This design comes from an exercise in tuning for small area, a short achievable clock period and few clock cycles on the open sky130 flow, not from production work. Function was checked by simulation only, so behaviour that the tests miss may differ from the original. Power and IR drop assume default switching activity.

==> flow/design.v, too long to show whole: its modules and the start of the top module <==
// module tinyqv_alu: 30 lines
// module tinyqv_shifter: 26 lines
// module tinyqv_mul: 13 lines
// module tinyqv_counter: 27 lines
// module tinyqv_registers: 43 lines
// module tinyqv_decoder: 297 lines
// module tinyqv_core: 399 lines
// module tinyQV_time: 52 lines
// module tinyqv_cpu: 392 lines
// module qspi_controller: 215 lines
// module tinyqv_mem_ctrl: 171 lines
// module tinyQV: 128 lines
// module tinyqv_top: 58 lines
module tinyqv_top (
    input         clk,
    input         rst_n,
    output [27:0] data_addr,
    output  [1:0] data_write_n,
    output  [1:0] data_read_n,
    output [31:0] data_out,
    input         data_ready,
    input  [31:0] data_in,
    input   [3:0] spi_data_in,
    output  [3:0] spi_data_out,
    output  [3:0] spi_data_oe,
    output        spi_clk_out,
    output        spi_flash_select,
    output        spi_ram_a_select,
    output        spi_ram_b_select
);
  // ...
==> flow/run.sh <==
#!/bin/bash
# synth_recipe.tcl (not shown) runs the flow's synth.tcl, then flattens the netlist and writes it again
# the make line also repeats each setting of config.mk as NAME=value (left out here)
make -C /OpenROAD-flow-scripts/flow DESIGN_CONFIG=/design/flow/config.mk WORK_HOME=/design/flow/orfs CLKGATE_MAP_FILE= SYNTH_SCRIPT=/design/flow/synth_recipe.tcl finish
==> flow/config.mk <==
export PLATFORM = sky130hd
export DESIGN_NAME = tinyqv_top
export DESIGN_NICKNAME = tinyqv_top
export VERILOG_FILES = /design/flow/design.v
export SDC_FILE = /design/flow/constraint.sdc
export NUM_CORES = 4
export LEC_CHECK = 0
export CAP_MARGIN = 20
export CORE_MARGIN = 2
export CORE_UTILIZATION = 40
export SLEW_MARGIN = 20
==> flow/constraint.sdc <==
create_clock -name core_clock -period 15.0 [get_ports {clk}]
set_input_delay 3.0000 -clock core_clock [delete_from_list [all_inputs] [get_ports {clk}]]
set_output_delay 3.0000 -clock core_clock [all_outputs]
set_load 0.01 [all_outputs]
==> results.txt, run 1 <==
The flip-flop and latch share of the layout cell area is 43.1%. The width of the die came out at 344 microns. VDD sags by at most 0.0996 mV. The aggregate routed wire length came out at 155000 microns. The floorplan step set the die height to 344 microns.

The routed metal-1 wirelength came out at 64600 microns. Across the routed clock network, the largest skew measured is 0.0628 ns. The actual transition at the worst max-transition pin came out at 1.13 ns. The stage delay of the slowest cell on the critical path came out at 0.48 ns. The critical path start-end classification is register to output pin. The total CTS buffers came out at 101. The final-layout clock-cell area share came out at 6.68%.

Cells fill 45.8% of the core in the end. The region available for standard cell placement spans 114000 sq um. The startpoint identified for the worst register-to-register timing path is i_tinyqv.mem.q_ctrl.spi_clk_pos$_SDFFE_PP0P_. The global-route met3 utilization is 3.39%. The run finished with no timing, DRC or antenna violations.

The number of nets in the synthesized netlist is 4753. The worst register-to-register path ends at i_tinyqv.mem.q_ctrl.spi_clk_neg$_DFF_N_. Setup repair after global routing left no endpoint under its margin. The multi-input logic area is 22000 sq um. The tap cell instance count came out at 1512.

The net switching fraction of the power is 26.2%. After synthesis the cells add up to 46100 sq um. The part of the power in registers came out at 47.7%. The parity-gate share of the synthesized area counting xor and xnor cells is 2.01%. The most crowded layer after global routing is met2. The clock network power came out at 0.00261 W.

The count of port buffers added during placement is 114.
Testbench counts, summed over its fixed seeds: cycles 1,962,716.
==> module tinyqv_core, before the edit <==
module tinyqv_core #(parameter NUM_REGS=16, parameter REG_ADDR_BITS=4) (
    input clk,
    input rstn,
    input [3:0] imm,
    input [11:0] imm_lo,
    input is_load,
    input is_alu_imm,
    input is_auipc,
    input is_store,
    input is_alu_reg,
    input is_lui,
    input is_branch,
    input is_jalr,
    input is_jal,
    input is_system,
    input is_interrupt,
    input is_stall,
    input [3:0] alu_op,   
    input [2:0] mem_op,
    input [REG_ADDR_BITS-1:0] rs1,
    input [REG_ADDR_BITS-1:0] rs2,
    input [REG_ADDR_BITS-1:0] rd,
    input [2:0] counter,     
    input [3:0] pc,
    input [3:0] next_pc,
    input [3:0] data_in,
    input load_data_ready,
    output reg [3:0] data_out,   
    output [27:0] addr_out,
    output address_ready,    
    output reg instr_complete,   
    output branch,           
    output [23:1] return_addr,  
    input [15:0] interrupt_req,
    input       timer_interrupt,
    output interrupt_pending,
    output       debug_reg_wen,
    output [3:0] debug_rd
);
    wire last_count = (counter == 7);
    reg [1:0] cycle;
    wire is_shift = alu_op[1:0] == 2'b01;
    wire is_mul = alu_op[3:1] == 3'b101;
    wire is_czero = alu_op[3:1] == 3'b111;
    wire is_priv = is_system && (alu_op[2:0] == 3'b000);
    wire is_trap = is_priv && (imm_lo[9:8] == 2'b00);
    wire is_exception = is_trap || is_interrupt;
    wire is_mret = is_priv && (imm_lo[9:8] == 2'b11);
    reg [23:0] mepc;
    reg mstatus_mte;    
    reg mstatus_mie;    
    reg mstatus_mpie;   
    wire is_csr = is_system && alu_op[1:0] != 2'b00;
    reg [3:0] csr_read;
    wire is_csr_write = is_csr && alu_op[1:0] == 2'b01;
    wire is_csr_set   = is_csr && alu_op[1:0] == 2'b10;
    wire is_csr_clear = is_csr && alu_op[1:0] == 2'b11;
    wire [3:0] data_rs1;
    wire [3:0] data_rs2;
    reg [3:0] data_rd;
    reg wr_en;
    reg [31:0] tmp_data;
    tinyqv_registers #(.REG_ADDR_BITS(REG_ADDR_BITS), .NUM_REGS(NUM_REGS)) 
        i_registers(clk, rstn, wr_en, counter, rs1, rs2, rd, data_rs1, data_rs2, data_rd, return_addr);
    wire is_slt = alu_op[3:1] == 3'b001;
    reg [0:0] alu_cycles;
    always @(*) begin
        if (is_slt || is_shift || is_mul) alu_cycles = 1;
        else alu_cycles = 0;
    end
    reg cy;
    reg cmp;
    wire [3:0] alu_op_in = is_czero ? 4'b0100 : alu_op;
    wire [3:0] alu_a_in = is_czero ? 4'b0000 : 
                          (is_auipc || is_jal) ? pc : data_rs1;
    wire [3:0] alu_b_in = (is_alu_reg || is_branch) ? data_rs2 : imm;
    wire [3:0] alu_out;
    wire cy_in = (counter == 0) ? (alu_op_in[1] || alu_op_in[3]) : cy;
    wire cmp_in = (counter == 0) ? 1'b1 : cmp;
    wire cy_out, cmp_out;
    tinyqv_alu i_alu(alu_op_in, alu_a_in, alu_b_in, cy_in, cmp_in, alu_out, cy_out, cmp_out);
    always @(posedge clk) begin
        cy <= cy_out;
        cmp <= cmp_out;
    end
    reg [4:0] shift_amt;
    always @(posedge clk) begin
        if (cycle == 0) begin
            if (counter == 0) shift_amt[3:0] <= is_alu_imm ? imm : data_rs2;
            else if (counter == 1) shift_amt[4] <= is_alu_imm ? imm[0] : data_rs2[0];
        end
    end
    wire [3:0] shift_out;
    tinyqv_shifter i_shift(alu_op[3:2], counter, tmp_data, shift_amt, shift_out);
    wire [3:0] mul_out;
    tinyqv_mul #(.B_BITS(16)) multiplier(clk, data_rs1 & {4{cycle[0]}}, tmp_data[15:0], mul_out);
    reg load_top_bit_next;
    reg load_top_bit;
    always @(*) begin
        load_top_bit_next = (counter == 0) ? 0 : load_top_bit;
        if (is_load && load_data_ready &&
            ((mem_op == 3'b001 && counter == 3) || 
             (mem_op == 3'b000 && counter == 1)))
        begin
            load_top_bit_next = data_in[3];
        end
    end
    always @(posedge clk)
        load_top_bit <= load_top_bit_next;
    always @(*) begin
        wr_en = 0;
        data_rd = 0;
        if (is_alu_imm || is_alu_reg || is_auipc) begin
            wr_en = 1;
            if (is_czero) begin
                if (cycle == 1) data_rd = tmp_data[3:0];
            end else if (is_slt && cycle == 1 && counter == 0)
                data_rd = {3'b000, cmp};
            else if (is_shift && cycle == 1)
                data_rd = shift_out;
            else if (is_mul) begin
                wr_en = cycle[0];
                data_rd = mul_out;
            end else
                data_rd = alu_out;
        end else if (is_load && load_data_ready) begin
            wr_en = 1;
            if ((mem_op[1:0] == 2'b00 && counter > 1) ||
                (mem_op[1:0] == 2'b01 && counter > 3))
                data_rd = {4{load_top_bit}};
            else
                data_rd = data_in;
        end else if (is_lui) begin
            wr_en = 1;
            data_rd = imm;
        end else if (is_jal || is_jalr) begin
            wr_en = 1;
            data_rd = next_pc;
        end else if (is_csr) begin
            wr_en = 1;
            data_rd = csr_read;
        end
    end
    wire take_branch = last_count && (cmp_out ^ mem_op[0]);
    assign branch = last_count && ((is_jal || is_jalr || is_trap || is_interrupt || is_mret) || (is_branch && take_branch));
    always @(posedge clk) begin
        if (!rstn) cycle <= 0;
        else if (last_count) begin
            if (instr_complete) cycle <= 0;
            else if (cycle != 2'b11) cycle <= cycle + 1;
        end
    end
    reg load_done;
    always @(*) begin
        instr_complete = 0;
        if (last_count) begin
            if (is_auipc || is_lui || is_jal || is_jalr || is_system || is_stall || is_exception || is_branch)
                instr_complete = 1;
            else if (is_store)
                if (tmp_data[31:30] == 2'b11) instr_complete = cycle[0];   
                else instr_complete = 1;
            else if (is_czero)
                instr_complete = cycle[0] || (cmp_out ^ alu_op[0]);
            else if (is_alu_imm || is_alu_reg)
                instr_complete = cycle[0:0] == alu_cycles;
            else if (load_done && is_load)
                instr_complete = 1;
        end
    end
    always @(posedge clk) begin
        if (counter == 0)
            load_done <= load_data_ready && (cycle != 0);
    end
    assign address_ready = last_count && (cycle == 0) && (is_load || is_store);
    reg [3:0] tmp_data_in;
    reg tmp_data_shift;
    always @(*) begin
        tmp_data_shift = 1;
        if (is_exception)
            tmp_data_in = (counter == 0) ? {is_interrupt, is_trap && mstatus_mte, 2'b00} : 4'b0000;
        else if (is_shift || is_czero)
            tmp_data_in = data_rs1;
        else if (is_mul)
            tmp_data_in = data_rs2;
        else if (cycle == 0)
            tmp_data_in = alu_out;
        else
            tmp_data_in = data_rs2;
        if (cycle == 1 && (is_shift || is_mul))
            tmp_data_shift = 0;
    end
    always @(posedge clk) begin
        if (tmp_data_shift)
            tmp_data <= {tmp_data_in, tmp_data[31:4]};
    end
    assign addr_out = is_mret ? {4'b0000, mepc} : tmp_data[31:4];
    always @(*) begin
        data_out = data_rs2;
        if ((mem_op[1:0] == 2'b00 && counter > 1) ||
            (mem_op[1:0] == 2'b01 && counter > 3))
            data_out = 0;
    end
    wire [6:0] cycle_count_wide;
    wire cycle_cy;
    tinyqv_counter #(.OUTPUT_WIDTH(7)) i_cycles (
        .clk(clk),
        .rstn(rstn),
        .add(1'b1),
        .counter(counter),
        .set(1'b0),
        .data_in(4'b0),
        .data(cycle_count_wide),
        .cy_out(cycle_cy)
    );
    reg [2:0] time_hi;
    always @(posedge clk) begin
        if (!rstn) time_hi <= 0;
        else if (counter == 7 && cycle_cy) time_hi <= time_hi + 3'b001;
    end
    wire [3:0] cycle_count = cycle_count_wide[3:0];
    wire [3:0] time_count = (counter == 7) ? {time_hi, cycle_count_wide[3]} : cycle_count_wide[6:3];
    wire [3:0] instrret_count;
    reg instr_retired;
    always @(posedge clk) begin
        instr_retired <= instr_complete && !is_stall;
    end
    /*verilator lint_off PINMISSING*/   
    tinyqv_counter i_instrret (
        .clk(clk),
        .rstn(rstn),
        .add(instr_retired),
        .counter(counter),
        .set(1'b0),
        .data_in(4'b0),
        .data(instrret_count)
    );
    /*verilator lint_on PINMISSING*/
    reg [17:16] mip_reg;
    wire [16:0] mip = {timer_interrupt, interrupt_req[15:2], mip_reg};
    reg [16:0] mie;
    reg [5:0] mcause;
    always @(posedge clk) begin
        if (!rstn) mcause <= 0;
        else if (counter == 0) begin
            if (is_interrupt) begin
                mcause[5] <= 1;
                casez (mip[16:0] & mie[16:0])
                    17'b1????????????????: mcause[4:0] <= 5'h07;
                    17'b0???????????????1: mcause[4:0] <= 5'h10;
                    17'b0??????????????10: mcause[4:0] <= 5'h11;
                    17'b0?????????????100: mcause[4:0] <= 5'h12;
                    17'b0????????????1000: mcause[4:0] <= 5'h13;
                    17'b0???????????10000: mcause[4:0] <= 5'h14;
                    17'b0??????????100000: mcause[4:0] <= 5'h15;
                    17'b0?????????1000000: mcause[4:0] <= 5'h16;
                    17'b0????????10000000: mcause[4:0] <= 5'h17;
                    17'b0???????100000000: mcause[4:0] <= 5'h18;
                    17'b0??????1000000000: mcause[4:0] <= 5'h19;
                    17'b0?????10000000000: mcause[4:0] <= 5'h1a;
                    17'b0????100000000000: mcause[4:0] <= 5'h1b;
                    17'b0???1000000000000: mcause[4:0] <= 5'h1c;
                    17'b0??10000000000000: mcause[4:0] <= 5'h1d;
                    17'b0?100000000000000: mcause[4:0] <= 5'h1e;
                    17'b01000000000000000: mcause[4:0] <= 5'h1f;
                    default:  mcause[4:0] <= 5'h10;   
                endcase
            end else if (is_trap) begin
                if (imm == 4'b0000)      mcause <= 6'd11;   
                else if (imm == 4'b0001) mcause <= 6'd3;    
                else                     mcause <= 6'd2;    
            end
        end
    end
    reg is_double_fault_r;
    always @(posedge clk) begin
        if (counter == 0)
            is_double_fault_r <= is_trap && !mstatus_mte;
    end
    wire is_double_fault = (counter == 0 && is_trap && !mstatus_mte) || is_double_fault_r;
    always @(posedge clk) begin
        if (counter <= 5) begin
            mepc[23:20] <= (!rstn)                             ? 4'b0000 :
                           (is_exception)                      ? pc : 
                           (is_csr_write && imm_lo == 12'h341) ? data_rs1 :
                                                                 mepc[3:0];
            mepc[19:0] <= mepc[23:4];
        end
    end
    /*verilator lint_off SYNCASYNCNET*/
    always @(posedge clk or negedge rstn) begin
        if (!rstn) begin
            mstatus_mte <= 1;
        end else if (is_double_fault) begin
            mstatus_mte <= 1;
        end else if (counter == 0 && (is_exception)) begin
            mstatus_mte <= 0;
        end else if (is_mret) begin
            mstatus_mte <= 1;
        end
    end
    /*verilator lint_on SYNCASYNCNET*/
    always @(posedge clk) begin
        if (!rstn || is_double_fault) begin
            mstatus_mie <= 1;
            mstatus_mpie <= 0;
        end else if (counter == 0 && (is_exception)) begin
            mstatus_mpie <= mstatus_mie;
            mstatus_mie <= 0;
        end else if (is_mret) begin
            mstatus_mie <= mstatus_mpie;
        end else if (imm_lo == 12'h300) begin
            if (counter == 0) begin
                if (is_csr_write) mstatus_mie <= data_rs1[3];
                else if (is_csr_set && data_rs1[3]) mstatus_mie <= 1;
                else if (is_csr_clear && data_rs1[3]) mstatus_mie <= 0;
            end else if (counter == 1) begin
                if (is_csr_write) mstatus_mpie <= data_rs1[3];
                else if (is_csr_set && data_rs1[3]) mstatus_mpie <= 1;
                else if (is_csr_clear && data_rs1[3]) mstatus_mpie <= 0;
            end
        end
    end    
    reg [1:0] last_interrupt_req;
    always @(posedge clk) begin
        if (!rstn || is_double_fault) begin
            mie <= 0;
            mip_reg <= 0;
        end else if (counter == 1) begin
            if (imm_lo == 12'h304) begin
                if (is_csr_write) mie[16] <= data_rs1[3];
                else if (is_csr_set) mie[16] <= mie[16] | data_rs1[3];
                else if (is_csr_clear) mie[16] <= mie[16] & ~data_rs1[3];
            end
        end else if (counter == 4) begin
            if (imm_lo == 12'h304) begin
                if (is_csr_write) mie[3:0] <= data_rs1;
                else if (is_csr_set) mie[3:0] <= mie[3:0] | data_rs1;
                else if (is_csr_clear) mie[3:0] <= mie[3:0] & ~data_rs1;
            end else if (imm_lo == 12'h344) begin 
                if (is_csr_write) mip_reg <= data_rs1[1:0];
                else if (is_csr_set) mip_reg <= mip_reg | data_rs1[1:0];
                else if (is_csr_clear) mip_reg <= mip_reg & ~data_rs1[1:0];
            end
        end else if (counter == 5) begin
            last_interrupt_req <= interrupt_req[1:0];
            mip_reg <= mip_reg | (interrupt_req[1:0] & ~last_interrupt_req);
            if (imm_lo == 12'h304) begin
                if (is_csr_write) mie[7:4] <= data_rs1;
                else if (is_csr_set) mie[7:4] <= mie[7:4] | data_rs1;
                else if (is_csr_clear) mie[7:4] <= mie[7:4] & ~data_rs1;
            end
        end else if (counter == 6) begin
            if (imm_lo == 12'h304) begin
                if (is_csr_write) mie[11:8] <= data_rs1;
                else if (is_csr_set) mie[11:8] <= mie[11:8] | data_rs1;
                else if (is_csr_clear) mie[11:8] <= mie[11:8] & ~data_rs1;
            end
        end else if (counter == 7) begin
            if (imm_lo == 12'h304) begin
                if (is_csr_write) mie[15:12] <= data_rs1;
                else if (is_csr_set) mie[15:12] <= mie[15:12] | data_rs1;
                else if (is_csr_clear) mie[15:12] <= mie[15:12] & ~data_rs1;
            end
        end
    end
    assign interrupt_pending = mstatus_mie && |(mip & mie);
    always @(*) begin
        case (imm_lo) 
            12'h300: csr_read = (counter == 0) ? {mstatus_mie, mstatus_mte, 2'b00} :
                                (counter == 1) ? {mstatus_mpie, 3'b000} :
                                                 4'b0000;
            12'h301: csr_read = (counter == 0 || counter == 7) ? 4'b0100 :   
                                (counter == 1) ?                 4'b0001 :   
                                                                 4'b0000;
            12'h304: csr_read = (counter == 1) ? {mie[16], 3'b000} :
                                (counter == 4) ? mie[3:0] :
                                (counter == 5) ? mie[7:4] :
                                (counter == 6) ? mie[11:8] :
                                (counter == 7) ? mie[15:12] : 4'b0000;
            12'h341: csr_read = (counter <= 5) ? mepc[3:0] : 4'b0000;
            12'h342: csr_read = (counter == 0) ? mcause[3:0] :
                                (counter == 1) ? {3'b000, mcause[4]} :
                                (counter == 7) ? {mcause[5], 3'b000} :
                                                 4'b0000;
            12'h344: csr_read = (counter == 1) ? {mip[16], 3'b000} :
                                (counter == 4) ? mip[3:0] :
                                (counter == 5) ? mip[7:4] :
                                (counter == 6) ? mip[11:8] :
                                (counter == 7) ? mip[15:12] : 4'b0000;
            12'hC00: csr_read = cycle_count;
            12'hC02: csr_read = instrret_count;
            12'hC01: csr_read = time_count;
            12'hF13: csr_read = (counter == 0) ? 4'b0011 : 4'b0000;
            default: csr_read = 4'b0000;
        endcase
    end
    assign debug_reg_wen = wr_en;
    assign debug_rd = data_rd;
endmodule
==> module tinyqv_cpu, before the edit <==
module tinyqv_cpu #(parameter NUM_REGS=16, parameter REG_ADDR_BITS=4) (
    input clk,
    input rstn,
    output [23:1] instr_addr,
    output        instr_fetch_restart,
    output        instr_fetch_stall,
    input         instr_fetch_started,
    input         instr_fetch_stopped,
    input  [15:0] instr_data_in,
    input         instr_ready,
    input  [15:0] interrupt_req,
    output reg [27:0] data_addr,
    output reg [1:0]  data_write_n,  
    output reg [1:0]  data_read_n,   
    output            data_read_complete,
    output reg [31:0] data_out,
    output reg    data_continue,
    input         data_ready,   
    input  [31:0] data_in,
    input         time_pulse,   
    output        debug_instr_complete,
    output        debug_instr_valid,
    output        debug_interrupt_pending,
    output        debug_branch,
    output        debug_early_branch,
    output        debug_ret,
    output        debug_reg_wen,
    output        debug_counter_0,
    output [3:0] debug_rd
);
    wire [31:0] instr;
    wire [31:0] imm_de;
    wire is_load_de;
    wire is_alu_imm_de;
    wire is_auipc_de;
    wire is_store_de;
    wire is_alu_reg_de;
    wire is_lui_de;
    wire is_branch_de;
    wire is_jalr_de;
    wire is_jal_de;
    wire is_ret_de;
    wire is_system_de;
    wire [2:1] instr_len_de;
    wire [3:0] alu_op_de;
    wire [2:0] mem_op_de;
    wire [3:0] rs1_de;
    wire [3:0] rs2_de;
    wire [3:0] rd_de;
    wire [2:0] additional_mem_ops_de;
    wire mem_op_increment_reg_de;
    tinyqv_decoder i_decoder(
        .instr(instr),
        .imm(imm_de),
        .is_load(is_load_de),
        .is_alu_imm(is_alu_imm_de),
        .is_auipc(is_auipc_de),
        .is_store(is_store_de),
        .is_alu_reg(is_alu_reg_de),
        .is_lui(is_lui_de),
        .is_branch(is_branch_de),
        .is_jalr(is_jalr_de),
        .is_jal(is_jal_de),
        .is_ret(is_ret_de),
        .is_system(is_system_de),
        .instr_len(instr_len_de),
        .alu_op(alu_op_de),   
        .mem_op(mem_op_de),
        .rs1(rs1_de),
        .rs2(rs2_de),
        .rd(rd_de),
        .additional_mem_ops(additional_mem_ops_de),
        .mem_op_increment_reg(mem_op_increment_reg_de)
    );
    reg [31:0] imm;
    reg is_load;
    reg is_alu_imm;
    reg is_auipc;
    reg is_store;
    reg is_alu_reg;
    reg is_lui;
    reg is_branch;
    reg is_jalr;
    reg is_jal;
    reg is_system;
    reg [2:1] instr_len;
    reg [3:0] alu_op;
    reg [2:0] mem_op;
    reg [3:0] rs1;
    reg [3:0] rs2;
    reg [3:0] rd;
    reg [2:0] additional_mem_ops;
    reg [3:2] addr_offset;
    reg mem_op_increment_reg;
    reg interrupt_core;
    reg instr_valid;
    wire [31:0] pc;
    wire [31:0] next_pc_for_core;
    wire [27:0] addr_out;
    wire address_ready;
    wire instr_complete_core;
    wire branch;
    wire [23:1] return_addr;
    wire interrupt_pending;
    wire any_additional_mem_ops = additional_mem_ops != 3'b000;
    reg [4:2] counter_hi;
    wire [4:0] counter = {counter_hi, 2'b00};
    wire timer_interrupt;
    wire [3:0] timer_data;
    wire is_timer_addr;
    reg no_write_in_progress;
    reg load_started;
    wire stall_core = !instr_valid || ((is_store || is_load) && !no_write_in_progress);
    wire instr_complete = instr_complete_core && !stall_core && !any_additional_mem_ops;
    reg [2:1] pc_offset;
    reg [3:1] instr_write_offset;
    reg was_early_branch;
    wire [3:1] next_pc_offset = {1'b0, pc_offset} + {1'b0, instr_len};
    wire [3:1] instr_avail_len = was_early_branch ? 3'b000 :
                                                    instr_write_offset - (instr_valid ? next_pc_offset : {1'b0, pc_offset});
    always @(posedge clk) begin
        if (!rstn) begin
            instr_valid <= 0;
            is_load <= 0;
            is_alu_imm <= 0;
            is_auipc <= 0;
            is_store <= 0;
            is_alu_reg <= 0;
            is_lui <= 0;
            is_branch <= 0;
            is_jalr <= 0;
            is_jal <= 0;
            is_system <= 0;
            alu_op <= 0;
            imm[9:8] <= 0;   
            instr_len <= 2'b10;
            additional_mem_ops <= 3'b000;
            addr_offset <= 2'b00;
            interrupt_core <= 0;
        end else if (any_additional_mem_ops && instr_complete_core && !stall_core) begin
            rs2 <= rs2 + {3'b000, mem_op_increment_reg};
            rd <= rd + 4'b0001;
            additional_mem_ops <= additional_mem_ops - 3'b001;
            addr_offset <= addr_offset + 2'b01;
        end else if (instr_complete_core && !any_additional_mem_ops && no_write_in_progress && interrupt_pending) begin
            instr_valid <= 0;
            interrupt_core <= 1;
        end else if ((counter_hi == 3'd7 && !instr_valid) || instr_complete || branch) begin
            interrupt_core <= 0;
            if ({1'b0,instr_len_de} <= instr_avail_len) begin
                imm <= imm_de;
                is_load <= is_load_de;
                is_alu_imm <= is_alu_imm_de;
                is_auipc <= is_auipc_de;
                is_store <= is_store_de;
                is_alu_reg <= is_alu_reg_de;
                is_lui <= is_lui_de;
                is_branch <= is_branch_de;
                is_jalr <= is_jalr_de;
                is_jal <= is_jal_de;
                is_system <= is_system_de;
                instr_len <= instr_len_de;
                alu_op <= alu_op_de;
                mem_op <= mem_op_de;
                rs1 <= rs1_de;
                rs2 <= rs2_de;
                rd <= rd_de;
                additional_mem_ops <= additional_mem_ops_de;
                addr_offset <= 2'b00;
                mem_op_increment_reg <= mem_op_increment_reg_de;
                instr_valid <= !branch && !is_ret_de;
            end else begin
                instr_valid <= 0;
            end
        end
    end
    reg early_branch;
    reg is_ret;
    always @(*) begin
        early_branch = 0;
        is_ret = 0;
        if (!rstn) begin
        end else if (any_additional_mem_ops && instr_complete_core && !stall_core) begin
        end else if (instr_complete_core && interrupt_pending) begin
        end else if (((counter_hi == 3'd7 && !instr_valid) || instr_complete) && {1'b0,instr_len_de} <= instr_avail_len) begin
            early_branch = is_jal_de && !branch;
            is_ret = is_ret_de && !branch;
        end
    end
    wire [3:0] data_out_slice;
    wire data_ready_ext = data_ready && data_addr[27:26] != 2'b11;
    reg data_ready_latch;
    reg data_ready_sync;
    wire data_ready_core;
    always @(posedge clk) begin
        if (!rstn) begin
            counter_hi <= 0;
            data_ready_sync <= 0;
            data_ready_latch <= 0;
        end else begin
            counter_hi <= counter_hi + 1;
            if (counter_hi == 3'd0) begin
                data_ready_latch <= 0;
                if (data_ready_ext || data_ready_latch || is_timer_addr) begin
                    data_ready_sync <= 1;
                end else begin
                    data_ready_sync <= 0;
                end
            end else if (!data_ready_latch) begin
                data_ready_latch <= data_ready_ext;
            end else if (address_ready) begin
                data_ready_latch <= 0;
            end
        end
    end
    assign data_ready_core = (counter_hi == 3'd0) ? (data_ready_ext || data_ready_latch || is_timer_addr) : data_ready_sync;
    always @(posedge clk) begin
        if (!rstn) begin
            data_addr <= 0;
        end else if (address_ready) begin
            data_addr <= {addr_out[27:4], addr_out[3:2] + addr_offset, addr_out[1:0]};
        end
    end
    always @(posedge clk) begin
        if (!rstn) begin
            data_write_n <= 2'b11;
            no_write_in_progress <= 1;
            data_continue <= 0;
        end else if (is_store && address_ready) begin
            data_write_n <= mem_op[1:0];
            no_write_in_progress <= addr_out[27];      
            data_continue <= any_additional_mem_ops;
        end else if (data_ready_ext) begin
            data_write_n <= 2'b11;
            if (counter_hi == 3'b111) no_write_in_progress <= 1;
        end else if (counter_hi == 3'b111) begin
            if (data_ready_sync) begin
                data_write_n <= 2'b11;
                no_write_in_progress <= 1;
            end else begin    
                no_write_in_progress <= data_write_n == 2'b11;
            end
        end
        if (is_load && !instr_complete) begin
            if (address_ready) begin
                data_read_n <= mem_op[1:0]; 
                load_started <= 1;
                data_continue <= any_additional_mem_ops;
            end 
            if (data_ready_ext && load_started) begin
                data_read_n <= 2'b11;
            end 
        end else begin
            data_read_n <= 2'b11;
            load_started <= 0;
        end
    end
    assign data_read_complete = is_load && instr_complete_core && !stall_core;
    always @(posedge clk) begin
        if (!rstn) begin
            data_out <= 0;
        end else if (is_store && no_write_in_progress) begin
            data_out[counter+:4] <= data_out_slice;
        end
    end
    always @(posedge clk) begin
        if (!rstn)
            was_early_branch <= 0;
        else if (counter_hi == 3'd7)
            was_early_branch <= early_branch && !branch;
    end
    tinyqv_core #(.REG_ADDR_BITS(REG_ADDR_BITS), .NUM_REGS(NUM_REGS))  i_core(
        .clk(clk),
        .rstn(rstn),
        .imm(imm[counter+:4]),
        .imm_lo(imm[11:0]),
        .is_load(is_load && instr_valid && no_write_in_progress),
        .is_alu_imm(is_alu_imm && instr_valid),
        .is_auipc(is_auipc && instr_valid),
        .is_store(is_store && instr_valid && no_write_in_progress),
        .is_alu_reg(is_alu_reg && instr_valid),
        .is_lui(is_lui && instr_valid),
        .is_branch(is_branch && instr_valid),
        .is_jalr(is_jalr && instr_valid),
        .is_jal(is_jal && instr_valid),
        .is_system(is_system && instr_valid),
        .is_interrupt(interrupt_core),
        .is_stall(stall_core && !interrupt_core),
        .alu_op(alu_op),
        .mem_op(mem_op),
        .rs1(rs1),
        .rs2(rs2),
        .rd(rd),
        .counter(counter[4:2]),
        .pc(pc[counter+:4]),
        .next_pc(next_pc_for_core[counter+:4]),
        .data_in(is_timer_addr ? timer_data : data_in[counter+:4]),
        .load_data_ready(data_ready_core),
        .data_out(data_out_slice),
        .addr_out(addr_out),
        .address_ready(address_ready),
        .instr_complete(instr_complete_core),
        .branch(branch),
        .return_addr(return_addr),
        .interrupt_req(interrupt_req),
        .timer_interrupt(timer_interrupt),
        .interrupt_pending(interrupt_pending),
        .debug_reg_wen(debug_reg_wen),
        .debug_rd(debug_rd)
    );
    reg [15:0] instr_data[0:3];
    reg [23:3] instr_data_start;
    reg instr_fetch_running;
    wire [23:0] next_pc = {instr_data_start, 3'b000} + {20'd0, next_pc_offset, 1'b0};
    wire pc_wrap = next_pc_offset[3] && instr_complete;
    wire [3:1] next_instr_write_offset = instr_write_offset + (instr_ready && instr_fetch_running ? 3'b001 : 3'b000) - (pc_wrap ? 3'b100 : 3'b000);
    wire next_instr_stall = (next_instr_write_offset == {1'b1, pc_offset});
    wire [23:1] early_branch_addr = pc[23:1] + imm[23:1];
    always @(posedge clk) begin
        if (!rstn) begin
            instr_data[0][1:0] <= 2'b11;
            instr_data[1][1:0] <= 2'b11;
            instr_data[2][1:0] <= 2'b11;
            instr_data[3][1:0] <= 2'b11;
            instr_data_start <= 0;
            pc_offset <= 0;
            instr_write_offset <= 0;
            instr_fetch_running <= 0;
        end else begin
            if (branch) begin
                if (is_branch && instr_valid) begin
                    instr_data_start <= early_branch_addr[23:3];
                    instr_write_offset <= {1'b0, early_branch_addr[2:1]};
                    pc_offset <= early_branch_addr[2:1];
                end else begin
                    instr_data_start <= addr_out[23:3];
                    instr_write_offset <= {1'b0, addr_out[2:1]};
                    pc_offset <= addr_out[2:1];
                end
                instr_fetch_running <= was_early_branch;
            end
            else if (is_ret) begin
                instr_data_start <= return_addr[23:3];
                instr_write_offset <= {1'b0, return_addr[2:1]};
                pc_offset <= return_addr[2:1];
                instr_fetch_running <= 0;
            end
            else begin
                if (early_branch)             instr_fetch_running <= 0;
                else if (instr_fetch_started) instr_fetch_running <= 1;
                else if (instr_fetch_stopped) instr_fetch_running <= 0;
                instr_write_offset <= next_instr_write_offset;
                if (instr_complete) begin
                    pc_offset <= next_pc_offset[2:1];
                    instr_data_start <= next_pc[23:3];
                end
                if (instr_ready && instr_fetch_running) begin
                    instr_data[instr_write_offset[2:1]] <= instr_data_in;
                end
            end
        end
    end
    assign instr_fetch_restart = !instr_fetch_running && (!branch || was_early_branch) && !early_branch && !is_ret;
    assign instr_fetch_stall = next_instr_stall;
    assign instr_addr = was_early_branch ? early_branch_addr : {instr_data_start, 2'b00} + {20'd0, instr_write_offset};
    wire [2:1] pc_offset_hi = pc_offset + 2'b01;
    wire [2:1] next_pc_offset_hi = next_pc_offset[2:1] + 2'b01;
    assign instr = instr_valid ? {instr_data[next_pc_offset_hi], instr_data[next_pc_offset[2:1]]} : {instr_data[pc_offset_hi], instr_data[pc_offset]};
    assign pc = {8'h00, instr_data_start, pc_offset, 1'b0};
    assign next_pc_for_core = {8'h00, next_pc};
    assign is_timer_addr = data_addr[27:4] == 24'hfffff0 && data_addr[3] == 0;
    wire is_timer_write = is_timer_addr && data_write_n != 2'b11;
    tinyQV_time i_timer (
        .clk(clk),
        .rstn(rstn),
        .time_pulse(time_pulse),
        .set_mtime(is_timer_write && !data_addr[2]),
        .set_mtimecmp(is_timer_write && data_addr[2]),
        .data_in(data_out_slice),
        .counter(counter_hi),
        .read_mtimecmp(data_addr[2]),
        .data_out(timer_data),
        .timer_interrupt(timer_interrupt)
    );
    assign debug_instr_complete = instr_complete;
    assign debug_instr_valid = instr_valid;
    assign debug_interrupt_pending = interrupt_pending;
    assign debug_branch = branch;
    assign debug_early_branch = early_branch;
    assign debug_ret = is_ret;
    assign debug_counter_0 = (counter_hi == 3'b000);
endmodule
==> module qspi_controller, before the edit <==
module qspi_controller (
    input clk,
    input rstn,
    input      [3:0] spi_data_in,
    output reg [3:0] spi_data_out,
    output reg [3:0] spi_data_oe,
    output           spi_clk_out,
    output reg       spi_flash_select,
    output reg       spi_ram_a_select,
    output reg       spi_ram_b_select,
    input [24:0] addr_in,
    input  [7:0] data_in,
    input        start_read,
    input        start_write,
    input        stall_txn,
    input        stop_txn,
    output [7:0] data_out,
    output reg   data_req,
    output reg   data_ready,
    output       busy
);
    localparam ADDR_BITS = 24;
    localparam DATA_WIDTH_BITS = 8;   
    localparam FSM_IDLE = 0;
    localparam FSM_CMD  = 1;
    localparam FSM_ADDR = 2;
    localparam FSM_DUMMY1 = 3;
    localparam FSM_DUMMY2 = 4;
    localparam FSM_DATA = 5;
    localparam FSM_STALLED = 6;
    localparam FSM_STALL_RECOVER = 7;
    reg [2:0] fsm_state;
    reg       is_writing;
    reg [ADDR_BITS-1:0]       addr;
    reg [DATA_WIDTH_BITS-1:0] data;
    reg [2:0] nibbles_remaining;
    reg [1:0] delay_cycles_cfg;
    reg       spi_clk_use_neg;
    reg       spi_clk_pos;
    reg       spi_clk_neg;
    reg [3:0] spi_in_buffer;
    assign data_out = data;
    assign busy = fsm_state != FSM_IDLE;
    reg stop_txn_reg;
    wire stop_txn_now = stop_txn_reg || (stop_txn && (!is_writing || spi_clk_pos));
    always @(posedge clk) begin
        if (!rstn) 
            stop_txn_reg <= 0;
        else
            stop_txn_reg <= stop_txn && !stop_txn_now;
    end
    reg [1:0] read_cycles_count;
    reg last_ram_a_sel;
    reg last_ram_b_sel;
    wire ram_a_block = (last_ram_a_sel == 0) && addr_in[24:23] == 2'b10;
    wire ram_b_block = (last_ram_b_sel == 0) && addr_in[24:23] == 2'b11;
    always @(posedge clk) begin
        if (!rstn) begin
            delay_cycles_cfg <= spi_data_in[1:0];
            spi_clk_use_neg <= spi_data_in[2];
        end
    end
/*verilator lint_off WIDTH*/
    always @(posedge clk) begin
        if (!rstn || stop_txn_now) begin
            fsm_state <= FSM_IDLE;
            is_writing <= 0;
            nibbles_remaining <= 0;
            data_ready <= 0;
            spi_clk_pos <= 0;
            spi_data_oe <= 4'b0000;
            spi_flash_select <= 1;
            spi_ram_a_select <= 1;
            spi_ram_b_select <= 1;
            data_req <= 0;
            read_cycles_count <= 0;
        end else begin
            data_ready <= 0;
            data_req <= 0;
            if (fsm_state == FSM_IDLE) begin
                if ((start_read || start_write) && !ram_a_block && !ram_b_block) begin
                    fsm_state <= addr_in[24] ? FSM_CMD : FSM_ADDR;
                    is_writing <= !start_read && addr_in[24];   
                    nibbles_remaining <= addr_in[24] ? 2-1 : 6-1;
                    spi_data_oe <= 4'b1111;
                    spi_clk_pos <= 0;
                    spi_flash_select <= addr_in[24];
                    spi_ram_a_select <= addr_in[24:23] != 2'b10;
                    spi_ram_b_select <= addr_in[24:23] != 2'b11;
                end
            end else begin
                if (read_cycles_count == 0) read_cycles_count <= 2'b01;
                else read_cycles_count <= read_cycles_count - 2'b01;
                if (fsm_state == FSM_STALLED) begin
                    spi_clk_pos <= 0;
                    if (!stall_txn && !read_cycles_count[1]) begin
                        data_ready <= !is_writing;
                        if (is_writing) begin
                            fsm_state <= FSM_DATA;
                            read_cycles_count <= 2'b00;
                        end else begin
                            fsm_state <= (delay_cycles_cfg[1] == 0) ? FSM_DATA : FSM_STALL_RECOVER;
                            read_cycles_count <= {1'b0, delay_cycles_cfg[0]};
                        end
                    end
                end else begin
                    spi_clk_pos <= !spi_clk_pos;
                    if (((fsm_state == FSM_DATA && !is_writing) || fsm_state == FSM_STALL_RECOVER) ? (read_cycles_count == 0) : spi_clk_pos) begin
                        if (nibbles_remaining == 0) begin
                            if (fsm_state == FSM_DATA || fsm_state == FSM_STALL_RECOVER) begin
                                data_ready <= !is_writing && !stall_txn;
                                nibbles_remaining <= (DATA_WIDTH_BITS >> 2)-1;
                                if (stall_txn) begin
                                    fsm_state <= FSM_STALLED;
                                    read_cycles_count <= delay_cycles_cfg | 2'b01;
                                end else begin
                                    fsm_state <= FSM_DATA;
                                end
                            end else begin
                                fsm_state <= fsm_state + 1;
                                if (fsm_state == FSM_CMD) begin
                                    nibbles_remaining <= (ADDR_BITS >> 2)-1;
                                end
                                else if (fsm_state == FSM_ADDR) begin
                                    if (is_writing) begin
                                        fsm_state <= FSM_DATA;
                                        nibbles_remaining <= (DATA_WIDTH_BITS >> 2)-1;
                                    end else if (spi_flash_select) begin
                                        fsm_state <= FSM_DUMMY2;
                                        spi_data_oe <= 4'b0000;
                                        nibbles_remaining <= 4-1;
                                    end else begin
                                        nibbles_remaining <= 2-1;
                                    end
                                end
                                else if (fsm_state == FSM_DUMMY1) begin
                                    spi_data_oe <= 4'b0000;
                                    nibbles_remaining <= 4-1;
                                end
                                else if (fsm_state == FSM_DUMMY2) begin
                                    nibbles_remaining <= (DATA_WIDTH_BITS >> 2)-1;
                                    read_cycles_count <= delay_cycles_cfg;
                                end
                            end
                        end else begin
                            if (fsm_state == FSM_STALL_RECOVER) fsm_state <= FSM_DATA;
                            nibbles_remaining <= nibbles_remaining - 1;
                        end
                    end else begin
                        data_req <= is_writing && (fsm_state == FSM_DATA) && nibbles_remaining == 0;
                    end
                end
            end
        end
    end
/*verilator lint_on WIDTH*/
    always @(posedge clk) begin
        if (fsm_state == FSM_IDLE && (start_read || start_write)) begin
            addr <= addr_in[23:0];
        end else if (fsm_state == FSM_ADDR && spi_clk_pos) begin
            addr <= {addr[ADDR_BITS-5:0], 4'b0000};
        end
    end
    always @(posedge clk) begin
        if (is_writing) begin
            if (fsm_state == FSM_STALLED) begin
                data <= data_in;
            end else if (spi_clk_pos) begin
                if (nibbles_remaining == 0) begin
                    data <= data_in;
                end else if (fsm_state == FSM_DATA) begin
                    data <= {data[DATA_WIDTH_BITS-5:0], spi_data_in};
                end
            end
        end else if (read_cycles_count == 0 && fsm_state == FSM_DATA) begin
            data <= {data[DATA_WIDTH_BITS-5:0], spi_data_in};
        end else if (read_cycles_count == 0 && fsm_state == FSM_STALL_RECOVER) begin
            data <= {data[DATA_WIDTH_BITS-5:0], spi_in_buffer};
        end else if (read_cycles_count == 2'b10 && fsm_state == FSM_STALLED) begin
            spi_in_buffer <= spi_data_in;
        end
    end
    always @(*) begin
        case (fsm_state)
            FSM_CMD: begin  
                if (is_writing) begin
                    if (nibbles_remaining[0])
                        spi_data_out = 4'b0000;
                    else
                        spi_data_out = 4'b0010;
                end else begin
                    if (nibbles_remaining[0])
                        spi_data_out = 4'b0000;
                    else
                        spi_data_out = 4'b1011;
                end
            end
            FSM_ADDR:   spi_data_out = addr[ADDR_BITS-1:ADDR_BITS-4];
            FSM_DUMMY1: spi_data_out = 4'b1010;
            FSM_DATA:   spi_data_out = is_writing ? data[DATA_WIDTH_BITS-1:DATA_WIDTH_BITS-4] : 4'b1111;
            default:    spi_data_out = 4'b1010;
        endcase
    end
    always @(posedge clk) begin
        if (!rstn) begin
            last_ram_a_sel <= 1;
            last_ram_b_sel <= 1;
        end else begin
            last_ram_a_sel <= spi_ram_a_select;
            last_ram_b_sel <= spi_ram_b_select;
        end
    end
    always @(negedge clk) spi_clk_neg <= spi_clk_pos;
    assign spi_clk_out = spi_clk_use_neg ? spi_clk_neg : spi_clk_pos;
endmodule
==> run 2, diff against run 1 <==
--- a/flow/design.v
+++ b/flow/design.v
@@ -481,6 +481,6 @@
     wire is_priv = is_system && (alu_op[2:0] == 3'b000);
-    wire is_trap = is_priv && (imm_lo[9:8] == 2'b00);
+    wire is_trap = 1'b0;
     wire is_exception = is_trap || is_interrupt;
-    wire is_mret = is_priv && (imm_lo[9:8] == 2'b11);
-    reg [23:0] mepc;
+    wire is_mret = 1'b0;
+    wire [23:0] mepc = 24'd0;   
     reg mstatus_mte;    
@@ -489,3 +489,3 @@
     wire is_csr = is_system && alu_op[1:0] != 2'b00;
-    reg [3:0] csr_read;
+    wire [3:0] csr_read = 4'b0000;
     wire is_csr_write = is_csr && alu_op[1:0] == 2'b01;
@@ -615,3 +615,3 @@
         if (is_exception)
-            tmp_data_in = (counter == 0) ? {is_interrupt, is_trap && mstatus_mte, 2'b00} : 4'b0000;
+            tmp_data_in = (counter == 0) ? {is_interrupt, 3'b000} : 4'b0000;
         else if (is_shift || is_czero)
@@ -638,196 +638,5 @@
     end
-    wire [6:0] cycle_count_wide;
-    wire cycle_cy;
-    tinyqv_counter #(.OUTPUT_WIDTH(7)) i_cycles (
-        .clk(clk),
-        .rstn(rstn),
-        .add(1'b1),
-        .counter(counter),
-        .set(1'b0),
-        .data_in(4'b0),
-        .data(cycle_count_wide),
-        .cy_out(cycle_cy)
-    );
-    reg [2:0] time_hi;
-    always @(posedge clk) begin
-        if (!rstn) time_hi <= 0;
-        else if (counter == 7 && cycle_cy) time_hi <= time_hi + 3'b001;
-    end
-    wire [3:0] cycle_count = cycle_count_wide[3:0];
-    wire [3:0] time_count = (counter == 7) ? {time_hi, cycle_count_wide[3]} : cycle_count_wide[6:3];
-    wire [3:0] instrret_count;
-    reg instr_retired;
-    always @(posedge clk) begin
-        instr_retired <= instr_complete && !is_stall;
-    end
-    /*verilator lint_off PINMISSING*/   
-    tinyqv_counter i_instrret (
-        .clk(clk),
-        .rstn(rstn),
-        .add(instr_retired),
-        .counter(counter),
-        .set(1'b0),
-        .data_in(4'b0),
-        .data(instrret_count)
-    );
-    /*verilator lint_on PINMISSING*/
-    reg [17:16] mip_reg;
-    wire [16:0] mip = {timer_interrupt, interrupt_req[15:2], mip_reg};
-    reg [16:0] mie;
-    reg [5:0] mcause;
-    always @(posedge clk) begin
-        if (!rstn) mcause <= 0;
-        else if (counter == 0) begin
-            if (is_interrupt) begin
-                mcause[5] <= 1;
-                casez (mip[16:0] & mie[16:0])
-                    17'b1????????????????: mcause[4:0] <= 5'h07;
-                    17'b0???????????????1: mcause[4:0] <= 5'h10;
-                    17'b0??????????????10: mcause[4:0] <= 5'h11;
-                    17'b0?????????????100: mcause[4:0] <= 5'h12;
-                    17'b0????????????1000: mcause[4:0] <= 5'h13;
-                    17'b0???????????10000: mcause[4:0] <= 5'h14;
-                    17'b0??????????100000: mcause[4:0] <= 5'h15;
-                    17'b0?????????1000000: mcause[4:0] <= 5'h16;
-                    17'b0????????10000000: mcause[4:0] <= 5'h17;
-                    17'b0???????100000000: mcause[4:0] <= 5'h18;
-                    17'b0??????1000000000: mcause[4:0] <= 5'h19;
-                    17'b0?????10000000000: mcause[4:0] <= 5'h1a;
-                    17'b0????100000000000: mcause[4:0] <= 5'h1b;
-                    17'b0???1000000000000: mcause[4:0] <= 5'h1c;
-                    17'b0??10000000000000: mcause[4:0] <= 5'h1d;
-                    17'b0?100000000000000: mcause[4:0] <= 5'h1e;
-                    17'b01000000000000000: mcause[4:0] <= 5'h1f;
-                    default:  mcause[4:0] <= 5'h10;   
-                endcase
-            end else if (is_trap) begin
-                if (imm == 4'b0000)      mcause <= 6'd11;   
-                else if (imm == 4'b0001) mcause <= 6'd3;    
-                else                     mcause <= 6'd2;    
-            end
-        end
-    end
-    reg is_double_fault_r;
-    always @(posedge clk) begin
-        if (counter == 0)
-            is_double_fault_r <= is_trap && !mstatus_mte;
-    end
-    wire is_double_fault = (counter == 0 && is_trap && !mstatus_mte) || is_double_fault_r;
-    always @(posedge clk) begin
-        if (counter <= 5) begin
-            mepc[23:20] <= (!rstn)                             ? 4'b0000 :
-                           (is_exception)                      ? pc : 
-                           (is_csr_write && imm_lo == 12'h341) ? data_rs1 :
-                                                                 mepc[3:0];
-            mepc[19:0] <= mepc[23:4];
-        end
-    end
-    /*verilator lint_off SYNCASYNCNET*/
-    always @(posedge clk or negedge rstn) begin
-        if (!rstn) begin
-            mstatus_mte <= 1;
-        end else if (is_double_fault) begin
-            mstatus_mte <= 1;
-        end else if (counter == 0 && (is_exception)) begin
-            mstatus_mte <= 0;
-        end else if (is_mret) begin
-            mstatus_mte <= 1;
-        end
-    end
-    /*verilator lint_on SYNCASYNCNET*/
-    always @(posedge clk) begin
-        if (!rstn || is_double_fault) begin
-            mstatus_mie <= 1;
-            mstatus_mpie <= 0;
-        end else if (counter == 0 && (is_exception)) begin
-            mstatus_mpie <= mstatus_mie;
-            mstatus_mie <= 0;
-        end else if (is_mret) begin
-            mstatus_mie <= mstatus_mpie;
-        end else if (imm_lo == 12'h300) begin
-            if (counter == 0) begin
-                if (is_csr_write) mstatus_mie <= data_rs1[3];
-                else if (is_csr_set && data_rs1[3]) mstatus_mie <= 1;
-                else if (is_csr_clear && data_rs1[3]) mstatus_mie <= 0;
-            end else if (counter == 1) begin
-                if (is_csr_write) mstatus_mpie <= data_rs1[3];
-                else if (is_csr_set && data_rs1[3]) mstatus_mpie <= 1;
-                else if (is_csr_clear && data_rs1[3]) mstatus_mpie <= 0;
-            end
-        end
-    end    
-    reg [1:0] last_interrupt_req;
-    always @(posedge clk) begin
-        if (!rstn || is_double_fault) begin
-            mie <= 0;
-            mip_reg <= 0;
-        end else if (counter == 1) begin
-            if (imm_lo == 12'h304) begin
-                if (is_csr_write) mie[16] <= data_rs1[3];
-                else if (is_csr_set) mie[16] <= mie[16] | data_rs1[3];
-                else if (is_csr_clear) mie[16] <= mie[16] & ~data_rs1[3];
-            end
-        end else if (counter == 4) begin
-            if (imm_lo == 12'h304) begin
-                if (is_csr_write) mie[3:0] <= data_rs1;
-                else if (is_csr_set) mie[3:0] <= mie[3:0] | data_rs1;
-                else if (is_csr_clear) mie[3:0] <= mie[3:0] & ~data_rs1;
-            end else if (imm_lo == 12'h344) begin 
-                if (is_csr_write) mip_reg <= data_rs1[1:0];
-                else if (is_csr_set) mip_reg <= mip_reg | data_rs1[1:0];
-                else if (is_csr_clear) mip_reg <= mip_reg & ~data_rs1[1:0];
-            end
-        end else if (counter == 5) begin
-            last_interrupt_req <= interrupt_req[1:0];
-            mip_reg <= mip_reg | (interrupt_req[1:0] & ~last_interrupt_req);
-            if (imm_lo == 12'h304) begin
-                if (is_csr_write) mie[7:4] <= data_rs1;
-                else if (is_csr_set) mie[7:4] <= mie[7:4] | data_rs1;
-                else if (is_csr_clear) mie[7:4] <= mie[7:4] & ~data_rs1;
-            end
-        end else if (counter == 6) begin
-            if (imm_lo == 12'h304) begin
-                if (is_csr_write) mie[11:8] <= data_rs1;
-                else if (is_csr_set) mie[11:8] <= mie[11:8] | data_rs1;
-                else if (is_csr_clear) mie[11:8] <= mie[11:8] & ~data_rs1;
-            end
-        end else if (counter == 7) begin
-            if (imm_lo == 12'h304) begin
-                if (is_csr_write) mie[15:12] <= data_rs1;
-                else if (is_csr_set) mie[15:12] <= mie[15:12] | data_rs1;
-                else if (is_csr_clear) mie[15:12] <= mie[15:12] & ~data_rs1;
-            end
-        end
-    end
-    assign interrupt_pending = mstatus_mie && |(mip & mie);
-    always @(*) begin
-        case (imm_lo) 
-            12'h300: csr_read = (counter == 0) ? {mstatus_mie, mstatus_mte, 2'b00} :
-                                (counter == 1) ? {mstatus_mpie, 3'b000} :
-                                                 4'b0000;
-            12'h301: csr_read = (counter == 0 || counter == 7) ? 4'b0100 :   
-                                (counter == 1) ?                 4'b0001 :   
-                                                                 4'b0000;
-            12'h304: csr_read = (counter == 1) ? {mie[16], 3'b000} :
-                                (counter == 4) ? mie[3:0] :
-                                (counter == 5) ? mie[7:4] :
-                                (counter == 6) ? mie[11:8] :
-                                (counter == 7) ? mie[15:12] : 4'b0000;
-            12'h341: csr_read = (counter <= 5) ? mepc[3:0] : 4'b0000;
-            12'h342: csr_read = (counter == 0) ? mcause[3:0] :
-                                (counter == 1) ? {3'b000, mcause[4]} :
-                                (counter == 7) ? {mcause[5], 3'b000} :
-                                                 4'b0000;
-            12'h344: csr_read = (counter == 1) ? {mip[16], 3'b000} :
-                                (counter == 4) ? mip[3:0] :
-                                (counter == 5) ? mip[7:4] :
-                                (counter == 6) ? mip[11:8] :
-                                (counter == 7) ? mip[15:12] : 4'b0000;
-            12'hC00: csr_read = cycle_count;
-            12'hC02: csr_read = instrret_count;
-            12'hC01: csr_read = time_count;
-            12'hF13: csr_read = (counter == 0) ? 4'b0011 : 4'b0000;
-            default: csr_read = 4'b0000;
-        endcase
-    end
+    assign interrupt_pending = 1'b0;
+    wire is_double_fault = 1'b0;
+    wire _unused_irq = &{interrupt_req, timer_interrupt, is_csr_write, is_csr_set, is_csr_clear, 1'b0};
     assign debug_reg_wen = wr_en;
@@ -1258,16 +1067,6 @@
     assign next_pc_for_core = {8'h00, next_pc};
-    assign is_timer_addr = data_addr[27:4] == 24'hfffff0 && data_addr[3] == 0;
+    assign is_timer_addr = 1'b0;
+    assign timer_data = 4'b0;
+    assign timer_interrupt = 1'b0;
     wire is_timer_write = is_timer_addr && data_write_n != 2'b11;
-    tinyQV_time i_timer (
-        .clk(clk),
-        .rstn(rstn),
-        .time_pulse(time_pulse),
-        .set_mtime(is_timer_write && !data_addr[2]),
-        .set_mtimecmp(is_timer_write && data_addr[2]),
-        .data_in(data_out_slice),
-        .counter(counter_hi),
-        .read_mtimecmp(data_addr[2]),
-        .data_out(timer_data),
-        .timer_interrupt(timer_interrupt)
-    );
     assign debug_instr_complete = instr_complete;
@@ -1316,6 +1115,4 @@
     reg [2:0] nibbles_remaining;
-    reg [1:0] delay_cycles_cfg;
-    reg       spi_clk_use_neg;
+    wire [1:0] delay_cycles_cfg = 2'b01;   
     reg       spi_clk_pos;
-    reg       spi_clk_neg;
     reg [3:0] spi_in_buffer;
@@ -1336,8 +1133,2 @@
     wire ram_b_block = (last_ram_b_sel == 0) && addr_in[24:23] == 2'b11;
-    always @(posedge clk) begin
-        if (!rstn) begin
-            delay_cycles_cfg <= spi_data_in[1:0];
-            spi_clk_use_neg <= spi_data_in[2];
-        end
-    end
 /*verilator lint_off WIDTH*/
@@ -1492,4 +1283,3 @@
     end
-    always @(negedge clk) spi_clk_neg <= spi_clk_pos;
-    assign spi_clk_out = spi_clk_use_neg ? spi_clk_neg : spi_clk_pos;
+    assign spi_clk_out = spi_clk_pos;
 endmodule
==> run 2 against run 1 <==
  * Core utilization down 0.11 points
  * Largest power group unchanged
  * Design area down 15%
  * Still clean on timing, DRC and antenna
  * Synthesized cell count down 14%
  * Non-clock buffer count down 9
  * Die area down 14%
  * Clock power down 19%
  * Clock skew down 0.023 ns
  * Critical path depth up 20
  * Final cell count down 14%
  * Flip-flop and latch count down 195
==> results.txt, run 2 <==
Result of the run: finished clean (unchanged). The most common cell in the netlist was dfxtp_1 (unchanged). The final weighted congestion in routability-driven placement came to 1.00 (was 0.989). The count of final hold-check violations came out at 0 (unchanged). The layout overhead on the synthesized area was 13.5% (about the same). The final clock skew is 0.0399 ns (was 0.0628 ns). The first-pass iteration count of the detailed router came out at 6 (unchanged). The data required time at the worst endpoint came out at 15.58 ns (was 12.00 ns). The most common cell after layout, fill and taps aside is dfxtp_1 (unchanged). The hold buffer count at cts came to 0 (unchanged). The register with the highest flop count is i_tinyqv.cpu.i_core.i_registers.registers (unchanged).

The number of buffers on the longest clock path is 3 (unchanged). The worst flop-to-flop path startpoint is i_tinyqv.cpu.counter_hi[2]$_SDFF_PN0_ (was i_tinyqv.mem.q_ctrl.spi_clk_pos$_SDFFE_PP0P_). The H-tree depth was 3 (unchanged). The fraction of final layout cells with drive strength greater than 1 is 11.5% (was 10.3%).

Most instantiated cells after synthesis: 591 x dfxtp_1, 426 x nand2_1, 324 x nor2_1 (was 756 x dfxtp_1, 479 x nor2_1, 421 x nand2_1). The chip height is 318 microns (was 344 microns). The final-report setup violation count came out at 0 (unchanged). The net count of the finished layout is 4150 (was 4787). The area fraction of the dominant cell type after synthesis is 30.0% (was 32.8%). The clock period minus worst slack is 7.61 ns. The area of the core came out at 98000 sq um (was 114000 sq um). The width of the die came out at 318 microns (was 344 microns). The clock network latency to the later pin of the worst-skew pair came out at 0.67 ns (was 0.73 ns).

The share of the clock period used by the worst path came out at 50.7%. The worst-path maximum fanout came out at 36 (was 1). The buffer and inverter count on the worst path is 4 (was 1).

The total CTS buffers came out at 84 (was 101). The cell area after technology mapping is 39400 sq um (was 46100 sq um). The flip-flop and latch count after synthesis came out at 809 (was 1004). The I/O pin count was 115 (unchanged). The power per standard cell area came out at 118 nW/um^2 (was 120 nW/um^2). The main flop type after synthesis is dfxtp_1 (unchanged). The post-route antenna net violation count is 0 (unchanged). The beginning of the critical path is i_tinyqv.cpu.counter_hi[2]$_SDFF_PN0_ (was i_tinyqv.mem.q_ctrl.spi_clk_neg$_DFF_N_). The worst voltage drop across the vdd grid came out at 0.0940 mV (was 0.0996 mV). The site row count is 115 (was 124). The count of maximum capacitance violations was 0 (unchanged). The floorplan die area is 101000 sq um (was 118000 sq um).

The worst slew slack as a fraction of its limit came out at 20.1% (was 24.1%). The number of DRC markers after the initial detailed-route iteration came to 3742 (was 4143). The total nets after synthesis is 4122 (was 4753).

The clock-pin slew of the registers on the worst-case setup and hold paths is 0.06 ns (about the same). Unrepaired setup endpoints after global routing: no (unchanged). The reported leakage power is 17.2 nW (was 19.6 nW).

The worst setup timing slack at the placement stage came out at 7.07 ns (was 3.50 ns). The clock sink count came out at 809 (was 1004). The aggregate global routing overflow is 0 (unchanged). The classification of the worst-slack hold path was register to register (unchanged). The TritonCTS clock tree is built (unchanged).

The cell with the largest stage delay on the worst path is a2111oi_0 (was clkdlybuf4s50_1). The number of antenna violations at the first check in global routing came to 7 (was 3). The aggregate routed wire length is 136000 microns (was 155000 microns). The largest net degree at the start of global routing came out at 72 (was 69).

The worst setup slack after layout is 7.39 ns (was 2.78 ns). The number of instances in the synthesized netlist is 3925 (was 4544). The maximum operating frequency came out at 131 MHz.

The stage delay of the slowest cell on the critical path came out at 0.86 ns (was 0.48 ns). The number of synthesis warnings came out at 11 (was 14). The number of max-slew violations in the final report was 0 (unchanged). Cell chain of the critical path: buf_4 -> inv_1 -> ha_1 -> nand2_1 -> o21ai_0 -> a22oi_1 -> a21oi_1 -> a211oi_1 -> mux2_2 -> inv_1 -> ha_1 -> nor4_1 -> a21oi_1 -> or4b_2 -> o211ai_1 -> a21oi_1 -> nand2_1 -> o311ai_2 -> buf_4 -> a2111oi_0 -> o211ai_1 -> a21oi_1 (was mux2_2 -> clkdlybuf4s50_1). The global-route wire length before repair came out at 199000 microns (was 228000 microns). The detail-routed net length per standard cell is 25.6 microns (was 25.0 microns).

Largest registers: i_tinyqv.cpu.i_core.i_registers.registers: 416 flops, i_tinyqv.cpu.instr_data: 64 flops (unchanged). The category of cells accounting for the largest share of critical-path delay is compound AO/OA/AOI/OAI gates (was buffers and inverters). The total of fill cells in the finished design came to 9256 (was 10600). The remaining design rule violation count came out at 0 (unchanged).

The count of port buffers added during placement came to 114 (unchanged). The kind of launch point of the worst setup path is a register (unchanged). The critical path start-end classification was register to register (was register to output pin).

The share of async-settable or async-resettable flops after synthesis came out at 0% (was 0.0996%). The cell type with the highest aggregate area in the netlist is dfxtp_1 (unchanged). The reg2reg setup slack came to 7.39 ns (was 6.81 ns). The average vias per placed instance is 5.94 (was 5.93). The number of different library cells in the post-synthesis netlist came out at 102 (was 91). The cell that appears most often on the critical path is a21oi_1.

The total power consumption of the routed design is 0.00529 W (was 0.00628 W). The sequential share of the synthesized area is 46.6% (was 48.9%). The post-CTS setup buffer count is 0 (unchanged). The half-perimeter wire length after detailed placement came out at 102000 microns (was 114000 microns). The vias after detailed routing came out at 31600 (was 36600).

The critical path arrival came out at 8.20 ns (was 9.22 ns). Commonest cells after routing, fill and taps aside: 588 x dfxtp_1, 426 x nand2_1, 323 x nor2_1, 305 x a21oi_1, 219 x o21ai_0 (was 753 x dfxtp_1, 476 x nor2_1, 420 x nand2_1, 276 x a21oi_1, 248 x o21ai_0). The via count of the first global-routing pass is 29500 (was 34500). The root cell of the clock tree is clkbuf_16 (unchanged).

The total global-route track usage is 26.2% (was 25.7%). The post-cts gate resize count is 0 (unchanged). The hold path startpoint is i_tinyqv.cpu.i_core.i_registers.registers[2][8]$_DFF_P_ (was i_tinyqv.cpu.i_core.i_registers.registers[12][2]$_DFF_P_). The flip-flop count of the largest register, all copies and words added is 416 (unchanged). The actual transition at the worst max-transition pin is 1.19 ns (was 1.13 ns). The number of flops mapped to enable cells by yosys came to 218 (was 247). The initial core utilization came to 40.2% (was 40.3%). The average footprint of a synthesized cell is 10.0 sq um (was 10.2 sq um).

The element type at the critical path end was a register (was output pin). Top post-synthesis cells by area: dfxtp_1 30%, edfxtp_1 17%, mux4_2 6.5% (was dfxtp_1 33%, edfxtp_1 16%, mux4_2 5.3%). The setup TNS was 0 ns (unchanged).
==> run 2: cell count changes after synthesis, sizes merged, moves of 26 or more <==
cell	before	now
mux2i	159	118
o21ai	254	227
nor2b	40	71
a211oi	89	52
nand3	124	93
a21oi	278	308
inv	138	111
a221oi	52	16
edfxtp	247	218
nor2	479	325
and3	68	40
mux2	56	82
dfxtp	756	591
==> run 2: cell families (layout without fill, tap and decap cells) <==
kind of cell | after synthesis | count (layout) | synth area share (%)
AOI/OAI and AO/OA | 930 | 930 | 14.9
xor gates and xnor gates | 99 | 99 | 2.20
adders and majority gates | 158 | 158 | 5.95
buffers and inverters | 363 | 462 | 3.65
DFF | 809 | 809 | 46.6
muxes | 314 | 314 | 11.8
other | 0 | 1 | 0
and+or+nand+nor | 1252 | 1252 | 14.9
==> run 2: per-stage QoR <==
step	cell area, sq um	hold slack, ns	cells	utilization, %
final	44700	0.314	5312	45.7
after global routing	44700	0.312	5311	45.7
after CTS	44700	0.310	5309	45.6
after detailed placement	41800	0.312	5152	42.7
after global placement	41800	0.310	5151	42.7
after floorplan	39400	0.310	3925	-
==> run 2: final cells by class <==
class / count / area, sq um / share of cell area [%]
tap: 1287 / 1610 / 3.60
antenna: 1 / 2.50 / 0.00559
clock buffer: 119 / 2420 / 5.40
multi-input combinational: 2753 / 19700 / 44.1
timing repair buffer: 190 / 1730 / 3.86
inverter: 115 / 433 / 0.968
sequential: 809 / 18400 / 41.1
clock inverter: 38 / 445 / 0.996
==> run 2: layer usage <==
metal  up-vias  routed length, microns  global-route usage, %
met2      1629                   59800                   40.5
met3       289                   12200                   4.76
met5         -                      26                      0
met1     15300                   57300                   35.9
li1      14300                       -                      -
met4         4                    6490                   11.3
==> run 2: where the power goes <==
group	internal [W]	total [W]	switching [W]
clock network	0.00121	0.00211	0.000899
registers	0.00234	0.00246	0.000122
logic	0.000270	0.000716	0.000446
==> run 2: final timing paths <==
kind | endpoint | cells past startpoint
min reg2reg | i_tinyqv.cpu.i_core.i_registers.registers[2][4]$_DFF_P_ | 0
max | i_tinyqv.cpu.alu_op[1]$_SDFFE_PN0P_ | 22
max reg2reg | i_tinyqv.cpu.alu_op[1]$_SDFFE_PN0P_ | 22
min | i_tinyqv.cpu.i_core.i_registers.registers[2][4]$_DFF_P_ | 0
Testbench counts of run 2, summed over its fixed seeds: cycles 1,962,716.

## port drivers added, routing unchanged
Ports are ideal in the flow. The routed layout listed here was re-timed in OpenROAD. Step 1: set_driving_cell puts a clkbuf_16 on clk and a buf_2 on each other input, an assumption about the parent block. Step 2 moves the port delays by t, midway between the first and last clock arrival at a register: inputs arrive t later, outputs are due t later. That takes back most of the time a late clock gives input paths. Slacks: ideal ports / drivers / drivers and shift; pairs: ideal ports / drivers.
run: run 2
shift t [ns]: 0.722
setup WS [ns]: 7.389 / 7.389 / 7.389
hold slack, ns: 0.314 / 0.314 / 0.314
worst slew at a driven data input, ns: 0.07
cell pins on the clock port's net: 1
After both steps setup and hold are still met in run 2. For run 2, drivers alone change the setup slack by 0.000 ns; drivers and shift together by 0.000 ns.
